Background: an optimization exercise with open tools, aiming at small area. Do not read the settings as production practice. Function was checked by simulation only, so behaviour that the tests miss may differ from the original. Power figures rest on the tool's default switching activity, not on a simulated workload.

==> module uart_rx, before the edit <==
module uart_rx (
    input  wire       clk,
    input  wire       rst_n,
    input  wire       rx_tick,
    input  wire [1:0] i_num_bit_data,
    input  wire       i_parity_en,
    input  wire       i_parity_type,
    input  wire       i_rx_serial,
    output reg  [7:0] o_data,
    output reg        o_rx_done,
    output wire       o_parity_err
);
    reg [1:0] sync_reg;
    reg [3:0] st;
    reg [3:0] tick_cnt;
    reg       parity;
    wire      rx   = sync_reg[1];
    wire      mid  = rx_tick & (tick_cnt == 4'd7);
    wire      endb = rx_tick & (tick_cnt == 4'd15);
    wire      last = st[2] & (st[1:0] == i_num_bit_data);
    wire [2:0] top = {1'b1, i_num_bit_data};
    assign o_parity_err = i_parity_en & (parity ^ i_parity_type) &
                          ((st == 4'b0010 && tick_cnt[3]) || st == 4'b0011 || o_rx_done);
    always @(posedge clk or negedge rst_n) begin
        if (!rst_n) begin
            sync_reg     <= 2'b11;
            st           <= 4'b0000;
            o_rx_done    <= 1'b0;
        end else begin
            sync_reg  <= {sync_reg[0], i_rx_serial};
            o_rx_done <= (st == 4'b0011) & endb;
            if (st == 4'b0000) begin
                if (!rx) st <= 4'b0001;
            end else if (endb) begin
                if (st == 4'b0001)      st <= 4'b1000;
                else if (st == 4'b0010) st <= 4'b0011;
                else if (st == 4'b0011) st <= 4'b0000;
                else if (last)          st <= i_parity_en ? 4'b0010 : 4'b0011;
                else                    st <= st + 4'd1;
            end
        end
    end
    wire [8:0] ext = {1'b0, o_data};
    integer i;
    always @(posedge clk) begin
        if (st == 4'b0000) begin
            tick_cnt <= 4'd0;
            parity   <= 1'b0;
        end else if (rx_tick) begin
            tick_cnt <= tick_cnt + 4'd1;
        end
        if ((st[3] || st == 4'b0010) && mid)
            parity <= parity ^ rx;
        if (st[3] && mid) begin
            for (i = 0; i < 8; i = i + 1)
                if (i == top)      o_data[i] <= rx;
                else if (i > top)  o_data[i] <= 1'b0;
                else               o_data[i] <= ext[i + 1];
        end
    end
endmodule
clock: 20.0 ns
lec_check: 0
cap_margin: 20
core_margin: 2
core_utilization: 65
slew_margin: 20
standard.sh (not shown) runs the stock make flow with config.mk's settings and CLKGATE_MAP_FILE= SYNTH_SCRIPT=/design/flow/synth_recipe.tcl, a recipe that flattens the netlist after the stock synthesis.
==> flow/flow/run.sh <==
#!/bin/bash
# Standard layout with smaller port buffers and a clock tree without dummy loads.
set -euo pipefail
export BUFFER_PORTS_ARGS="-buffer_cell sky130_fd_sc_hd__buf_1"
export CTS_ARGS="-sink_clustering_enable -repair_clock_nets -dont_use_dummy_load -buf_list {sky130_fd_sc_hd__clkbuf_8} -sink_clustering_size 18 -sink_clustering_max_diameter 60"
bash standard.sh > standard.log 2>&1
Edit:
--- a/flow/design.v
+++ b/flow/design.v
@@ -102,11 +102,11 @@
     input  wire [1:0] i_num_bit_data,
     input  wire       i_parity_en,
     input  wire       i_parity_type,
     input  wire       i_rx_serial,
     output reg  [7:0] o_data,
-    output reg        o_rx_done,
+    output wire       o_rx_done,
     output wire       o_parity_err
 );
     reg [1:0] sync_reg;
     reg [3:0] st;
     reg [3:0] tick_cnt;
@@ -114,35 +114,35 @@
     wire      rx   = sync_reg[1];
     wire      mid  = rx_tick & (tick_cnt == 4'd7);
     wire      endb = rx_tick & (tick_cnt == 4'd15);
     wire      last = st[2] & (st[1:0] == i_num_bit_data);
     wire [2:0] top = {1'b1, i_num_bit_data};
+    wire      idle = ~st[3] & ~st[1] & ~st[0];
+    assign o_rx_done = st[2] & ~st[3];
     assign o_parity_err = i_parity_en & (parity ^ i_parity_type) &
                           ((st == 4'b0010 && tick_cnt[3]) || st == 4'b0011 || o_rx_done);
     always @(posedge clk or negedge rst_n) begin
         if (!rst_n) begin
             sync_reg     <= 2'b11;
             st           <= 4'b0000;
-            o_rx_done    <= 1'b0;
         end else begin
             sync_reg  <= {sync_reg[0], i_rx_serial};
-            o_rx_done <= (st == 4'b0011) & endb;
-            if (st == 4'b0000) begin
-                if (!rx) st <= 4'b0001;
+            if (idle) begin
+                st <= rx ? 4'b0000 : 4'b0001;
             end else if (endb) begin
                 if (st == 4'b0001)      st <= 4'b1000;
                 else if (st == 4'b0010) st <= 4'b0011;
-                else if (st == 4'b0011) st <= 4'b0000;
+                else if (st == 4'b0011) st <= 4'b0100;
                 else if (last)          st <= i_parity_en ? 4'b0010 : 4'b0011;
                 else                    st <= st + 4'd1;
             end
         end
     end
     wire [8:0] ext = {1'b0, o_data};
     integer i;
     always @(posedge clk) begin
-        if (st == 4'b0000) begin
+        if (idle) begin
             tick_cnt <= 4'd0;
             parity   <= 1'b0;
         end else if (rx_tick) begin
             tick_cnt <= tick_cnt + 4'd1;
         end
- fmax stays flat
- setup slack is better by 0.0065 ns
- critical path depth drops by 1
- cell area drops by 0.31%
- wire length climbs by 2.5%
- final cell count climbs by 0.77%
- total power climbs by 22%

==> afterwards: timing with drivers on the ports <==
The results above use ideal ports. As a check the final layouts listed here were re-extracted and re-timed, cells and wires unchanged. Step 1, drivers: a clkbuf_16 drives clk and a buf_2 each remaining input, both assumed. Step 2, shift: input delay + t, output delay - t, t = (earliest + latest rising clock arrival at the registers) / 2. This alone moves slack from input paths to output paths. a / b / c = ideal / step 1 / step 2; a / b = the first two.
| run | shift t [ns] | slack for setup (ns) | worst setup path at the end | pins driven straight from the clock port |
|---|---|---|---|---|
| the first run | 0.564 | 11.358 / 11.336 / 11.336 | input to output | 1 |
| the second run | 0.566 | 11.365 / 11.345 / 11.345 | input to output | 1 |
After both steps setup and hold are still met in every run listed. The setup slack of the first run, which loses most, moves by -0.022 ns with the drivers and by -0.022 ns with both steps.
